What follows belongs to an exercise in optimizing a design on an open flow for small area, a short achievable clock period and few clock cycles per item; a production flow would make more cautious choices.
RTL that was checked went through simulation tests only; none was proved equivalent to the original.

## block_solver
module block_solver (
	input clk,
	input rst_n,
	input [255:0] midstate,
	input [95:0] header_leftovers,
	input [255:0] target,
	input [31:0] nonce_start,
	output [2:0] state_out,
	output [31:0] current_nonce
);
==> flow/config.mk <==
export PLATFORM = sky130hd
export DESIGN_NAME = block_solver
export DESIGN_NICKNAME = block_solver
export VERILOG_FILES = /design/flow/design.v
export SDC_FILE = /design/flow/constraint.sdc
export NUM_CORES = 8
export LEC_CHECK = 0
export CAP_MARGIN = 20
export CORE_MARGIN = 2
export CORE_UTILIZATION = 40
export CTS_BUF_LIST = sky130_fd_sc_hd__clkbuf_8
export CTS_CLUSTER_SIZE = 20
export SLEW_MARGIN = 20
==> flow/constraint.sdc <==
create_clock -name core_clock -period 16.0 [get_ports {clk}]
set_input_delay 3.2000 -clock core_clock [delete_from_list [all_inputs] [get_ports {clk}]]
set_output_delay 3.2000 -clock core_clock [all_outputs]
set_load 0.01 [all_outputs]
standard.sh (not shown) runs the stock make flow with config.mk's settings and CLKGATE_MAP_FILE= SYNTH_SCRIPT=/design/flow/synth_recipe.tcl, a recipe that flattens the netlist after the stock synthesis.
==> flow/flow/run.sh <==
#!/bin/bash
set -euo pipefail
export SETUP_SLACK_MARGIN=11
export BUFFER_PORTS_ARGS="-buffer_cell sky130_fd_sc_hd__buf_1"
bash standard.sh > standard.log 2>&1
Rerun with:
--- a/flow/flow/run.sh
+++ b/flow/flow/run.sh
@@ -3 +3 @@
-export SETUP_SLACK_MARGIN=11
+export SETUP_SLACK_MARGIN=11.3
--- a/flow/config.mk
+++ b/flow/config.mk
@@ -7,0 +8 @@
+export ABC_AREA = 1
@@ -11,2 +11,0 @@
-export CTS_BUF_LIST = sky130_fd_sc_hd__clkbuf_8
-export CTS_CLUSTER_SIZE = 20
After rerunning: Routed wire length increases by a quarter to a third; worst setup slack is better by 0.099 ns; utilization decreases by 0.68 points.
Function was not checked in any run of this note: the RTL went through the layout flow alone.

---

block_solver, a different RTL version from the one above (not shown whole).
For scale: about 680 I/O pins, roughly 91000 um2 of cells after synthesis.
clock: 16.0 ns
lec_check: 0
cap_margin: 20
core_margin: 2
core_utilization: 40
slew_margin: 20
==> flow/flow/run.sh <==
#!/bin/bash
set -euo pipefail
export SETUP_SLACK_MARGIN=11.6
export BUFFER_PORTS_ARGS="-buffer_cell sky130_fd_sc_hd__buf_1"
bash standard.sh > standard.log 2>&1
The baseline produced a clean layout.
Testbench counts at the start, summed over its fixed seeds: cycles 861,407, nonces 13,087.
Edit:
==> flow/flow/run.sh (replaced) <==
#!/bin/bash
set -euo pipefail
export SETUP_SLACK_MARGIN=11.3
export BUFFER_PORTS_ARGS="-buffer_cell sky130_fd_sc_hd__buf_1"
bash standard.sh > standard.log 2>&1
What happened:
- via count drops by 1.5%
- die area is unchanged
- global-route usage drops by 0.19 points
- clock skew climbs by 13 ps

---

== main ==
block_solver, a different RTL version from the one above (not shown whole).
For scale: ~8500 cells after synthesis, roughly 1700 flip-flops, about 87000 µm² of cells after synthesis.
Settings: LEC_CHECK=0, CAP_MARGIN=20, CORE_MARGIN=2, CORE_UTILIZATION=40, SLEW_MARGIN=20; clock period 16.0 ns.
==> flow/flow/run.sh <==
#!/bin/bash
# Standard layout, with the resizer asked for 12 ns of setup slack (a 4 ns
# period) instead of none.
set -euo pipefail
export SETUP_SLACK_MARGIN=12
bash standard.sh > standard.log 2>&1
Every stage of the flow completed for main, and the final layout passed the timing, DRC and antenna checks.
Changes in the feature branch relative to main:
==> flow/flow/run.sh <==
#!/bin/bash
# Standard layout, with the resizer asked for 11 ns of setup slack (a 5 ns
# period) instead of none.
set -euo pipefail
export SETUP_SLACK_MARGIN=11
bash standard.sh > standard.log 2>&1
==> summary.txt <==
The feature branch went all the way through the flow, and no timing, DRC or antenna check failed. Looking at launching instance or port of the critical path, the inner_core.core_op.round_constant[1]$_DFF_P_ result is from the feature branch; the inner_core.core_op.round_constant[2]$_DFF_P_ one comes from main. Average wire per standard cell for the feature branch is higher than for main. Of the feature branch and main, it is the feature branch that has the lower utilization. Changes observed in the feature branch relative to main: sequential share of layout area increased 1.5 points; wire length essentially unchanged; count of unresolved DRC violations after routing essentially unchanged; largest net degree at the start of global routing increased 8; synthesis-to-layout area growth decreased 6.5 points. Proportion of synthesized area in mux cells essentially unchanged between main and the feature branch. Delta(via count, the feature branch - main) < 0. The feature branch vs main: cell area down by a few percent.
No run of this note included a check of the RTL's function; only the layout flow was run.

---

harbor:
Another version of the RTL of block_solver (not shown whole).
Size in the first run: roughly 11000 cells after synthesis, about 1800 flip-flops, roughly 680 I/O pins.
export LEC_CHECK = 0
export ABC_AREA = 1
export CAP_MARGIN = 20
export CORE_MARGIN = 2
export CORE_UTILIZATION = 40
export SLEW_MARGIN = 20
create_clock -name core_clock -period 16.0 [get_ports {clk}]
==> flow/flow/run.sh <==
#!/bin/bash
set -euo pipefail
export SETUP_SLACK_MARGIN=11.6
export BUFFER_PORTS_ARGS="-buffer_cell sky130_fd_sc_hd__buf_1"
bash standard.sh > standard.log 2>&1
Changes in cedar relative to harbor:
==> flow/flow/run.sh <==
#!/bin/bash
set -euo pipefail
export SETUP_SLACK_MARGIN=11.3
export BUFFER_PORTS_ARGS="-buffer_cell sky130_fd_sc_hd__buf_1"
bash standard.sh > standard.log 2>&1
[summary]
- Changes observed in cedar relative to harbor: via count of the routed design dropped 530, minimum setup slack in the final design moved down.
- harbor -> cedar: number of multi-input logic gates flat
- cedar vs harbor: post-route minimum period up in cedar
- First-pass iteration count of the detailed router in cedar is 3 below harbor.
- Sequential cell area in the final layout went down slightly going from harbor to cedar.
- Cmp cedar vs harbor: total setup buffers inserted after CTS lower in cedar
No run of this note included a check of the RTL's function; only the layout flow was run.

---

block_solver, a different RTL version from the one above (not shown whole).
For scale: roughly 23000 cells after synthesis, ~3300 flip-flops, roughly 680 I/O pins, roughly 180000 µm² of cells after synthesis.
// block_solver
module block_solver (
	input clk,
	input rst_n,
	input [255:0] midstate,
	input [95:0] header_leftovers,
	input [255:0] target,
	input [31:0] nonce_start,
	output [2:0] state_out,
	output [31:0] current_nonce
);
localparam integer NP = 2;    
reg [5:0] t;         
reg ld;              
reg q61, q62, q63;   
reg p0, p1;          
reg [1:0] fill;      
reg done;
reg nosol;
reg [31:0] cur;      
reg [31:0] mwa, mwe;  
reg [31:0] k_in;     
reg [31:0] k_out;    
reg [31:0] twa, twe;  
reg [1:0] lp;        
wire [31:0] k_rom;
k_table constants (.round(ld ? 6'd1 : (t == 6'd63 ? 6'd0 : t + 6'd2)), .constant(k_rom));
wire [31:0] feed = cur + (fill == 2'd2 ? 2 * NP : (fill == 2'd1 ? NP : 0));
reg [31:0] in_alt;
always @(*) begin
	in_alt = 32'h0;
	if (ld) in_alt = 32'h00000280;
	else case (t)
		6'd49: in_alt = header_leftovers[95:64];
		6'd50: in_alt = header_leftovers[63:32];
		6'd51: in_alt = header_leftovers[31:0];
		6'd53: in_alt = 32'h80000000;
		default: in_alt = 32'h0;
	endcase
end
wire in_nonce = !ld && t == 6'd52;
wire in_comp = !ld && (t < 6'd48);
wire [31:0] out_alt = p0 ? 32'h00000100 : (!ld && t == 6'd58 ? 32'h80000000 : 32'h0);
wire out_comp = !ld && !p0 && (t <= 6'd48);
always @(posedge clk) begin
	if (!ld && t == 6'd60) begin
  ...
==> flow/config.mk <==
export PLATFORM = sky130hd
export DESIGN_NAME = block_solver
export DESIGN_NICKNAME = block_solver
export VERILOG_FILES = /design/flow/design.v
export SDC_FILE = /design/flow/constraint.sdc
export NUM_CORES = 8
export LEC_CHECK = 0
export ABC_AREA = 1
export CAP_MARGIN = 20
export CORE_MARGIN = 2
export CORE_UTILIZATION = 55
export PLACE_DENSITY = 0.85
export SLEW_MARGIN = 20
export SYNTH_HIERARCHICAL = 1
export SYNTH_MINIMUM_KEEP_SIZE = 400
==> flow/constraint.sdc <==
create_clock -name core_clock -period 16.0 [get_ports {clk}]
set_input_delay 3.2000 -clock core_clock [delete_from_list [all_inputs] [get_ports {clk}]]
set_output_delay 3.2000 -clock core_clock [all_outputs]
set_load 0.01 [all_outputs]
==> flow/flow/run.sh <==
#!/bin/bash
set -euo pipefail
export SETUP_SLACK_MARGIN=11.7
export BUFFER_PORTS_ARGS="-buffer_cell sky130_fd_sc_hd__buf_1"
bash standard.sh > standard.log 2>&1
The baseline ended with an error in global routing (5_1_grt) (GRT-0116).
Testbench counts at the start, summed over its fixed seeds: cycles 438,127, nonces 13,087.
Rerun with:
==> flow/flow/run.sh (replaced) <==
#!/bin/bash
set -euo pipefail
export SETUP_SLACK_MARGIN=11.6
export BUFFER_PORTS_ARGS="-buffer_cell sky130_fd_sc_hd__buf_1"
bash standard.sh > standard.log 2>&1
SYNTH_MINIMUM_KEEP_SIZE = 1500   (was 400)
Effect: The new run finished clean. Synthesized cell count fell by 4.3%. Synthesized area fell by 2.1%.

---

R:
Another version of the RTL of block_solver (not shown whole).
Size in the first run: roughly 12,000 cells after synthesis, about 1,800 flip-flops, about 0.093 mm² of cells after synthesis.
==> flow/design.v (excerpt) <==
module block_solver (
	input clk,
	input rst_n,
	input [255:0] midstate,
	input [95:0] header_leftovers,
	input [255:0] target,
	input [31:0] nonce_start,
	output [2:0] state_out,
	output [31:0] current_nonce
);
localparam [255:0] IV = {
	32'h6a09e667, 32'hbb67ae85, 32'h3c6ef372, 32'ha54ff53a,
	32'h510e527f, 32'h9b05688c, 32'h1f83d9ab, 32'h5be0cd19};
reg [5:0] t;         
reg ld;              
reg q61, q62, q63;   
reg p0, p1;          
reg [1:0] fill;      
reg done;
reg nosol;
reg [31:0] cur;      
reg [31:0] mwa, mwe;  
reg hlt, hgt, llt, lgt;    
reg [31:0] k_in;     
reg [31:0] k_out;    
reg [31:0] twa, twe;  
wire [31:0] k_rom;
k_table constants (.round(ld ? 6'd1 : (t == 6'd63 ? 6'd0 : t + 6'd2)), .constant(k_rom));
wire [255:0] s_in;
wire [255:0] s_out;
wire [31:0] feed = cur + {30'b0, fill == 2'd2, fill == 2'd1};
reg [31:0] in_alt;
always @(*) begin
	in_alt = 32'h0;
	if (ld) in_alt = 32'h00000280;
	else case (t)
		6'd49: in_alt = header_leftovers[95:64];
		6'd50: in_alt = header_leftovers[63:32];
		6'd51: in_alt = header_leftovers[31:0];
		6'd52: in_alt = feed;    
		6'd53: in_alt = 32'h80000000;
		default: in_alt = 32'h0;
	endcase
end
wire in_comp = !ld && (t < 6'd48);
wire [31:0] out_alt = p0 ? 32'h00000100 : (!ld && t == 6'd58 ? 32'h80000000 : 32'h0);
wire out_comp = !ld && !p0 && (t <= 6'd48);
always @(posedge clk) begin
	if (!ld && t == 6'd60) begin
		mwa <= midstate[159:128]; mwe <= midstate[31:0];
	end else if (q61) begin
		mwa <= midstate[191:160]; mwe <= midstate[63:32];
	end else if (q62) begin
		mwa <= midstate[223:192]; mwe <= midstate[95:64];
	end else begin
		mwa <= midstate[255:224]; mwe <= midstate[127:96];
	end
end
wire [31:0] h1a = s_in[255:224] + mwa;
wire [31:0] h1e = s_in[127:96] + mwe;
sha_core #(.LOADLO(0)) inner_core (
	.clk(clk), .ld(ld), .kn(k_in), .init(midstate), .init_h(midstate[31:0]), .l63(q63),
	.head_comp(in_comp), .head_alt(in_alt),
  ...
Settings: LEC_CHECK=0, ABC_AREA=1, CAP_MARGIN=20, CORE_MARGIN=2, CORE_UTILIZATION=55, PLACE_DENSITY=0.85, SLEW_MARGIN=20; clock period 16.0 ns.
==> flow/flow/run.sh <==
#!/bin/bash
set -euo pipefail
export SETUP_SLACK_MARGIN=11.3
export BUFFER_PORTS_ARGS="-buffer_cell sky130_fd_sc_hd__buf_1"
bash standard.sh > standard.log 2>&1
Modified inputs, P compared to R
- PLACE_DENSITY removed (was 0.85)
- CTS_BUF_LIST newly set to sky130_fd_sc_hd__clkbuf_4 sky130_fd_sc_hd__clkbuf_8 sky130_fd_sc_hd__clkbuf_16
Notes after the runs:
- Non-clock buffer instance count of the final layout (lower): R
- P against R; number of global-route vias before repair is up slightly.
- P reports a higher longest individual stage delay on the worst path than R does.
- Compared with R, in P area share of buffers outside the clock network comparable; area growth from synthesis to final layout now larger.
No run of this note included a check of the RTL's function; only the layout flow was run.

port drivers added, routing unchanged:
In the flow no input, the clock included, has a driving cell. The finished layouts below were timed again as built, in two steps. Step 1, drivers: a clkbuf_16 drives clk and a buf_2 each remaining input, both assumed. Step 2 also shifts input and output timing later by t, the mid clock arrival at the registers, as if the neighbouring blocks saw the same clock. a / b / c = ideal ports / drivers / drivers and shift; a / b = the first two.
| run | t (ns) | setup slack, ns | slew at the worst register clock pin (ns) |
|---|---|---|---|
| the first run of note 1 | 1.122 | 11.085 / 11.002 / 10.847 | 0.07 / 0.07 |
| the second run of note 1 | 0.972 | 11.184 / 11.078 / 11.054 | 0.07 / 0.07 |
| the first run of note 2 | 0.933 | 10.787 / 10.787 / 10.787 | 0.07 / 0.07 |
| the second run of note 2 | 0.945 | 10.770 / 10.770 / 10.770 | 0.07 / 0.07 |
| main | 0.939 | 10.424 / 10.424 / 9.710 | 0.07 / 0.07 |
| the feature branch | 0.925 | 10.579 / 10.579 / 9.840 | 0.07 / 0.07 |
| harbor | 0.923 | 11.299 / 11.299 / 11.163 | 0.07 / 0.07 |
| cedar | 0.907 | 11.253 / 11.253 / 10.755 | 0.07 / 0.07 |
| the second run of note 5 | 1.079 | 11.274 / 11.152 / 10.911 | 0.08 / 0.08 |
| R | 0.949 | 11.306 / 11.209 / 11.304 | 0.08 / 0.08 |
| P | 0.950 | 11.316 / 11.236 / 11.073 | 0.08 / 0.08 |
After both steps setup and hold are still met in every run listed. For the feature branch, which loses most, drivers alone change the setup slack by 0.000 ns; drivers and shift together by -0.739 ns.
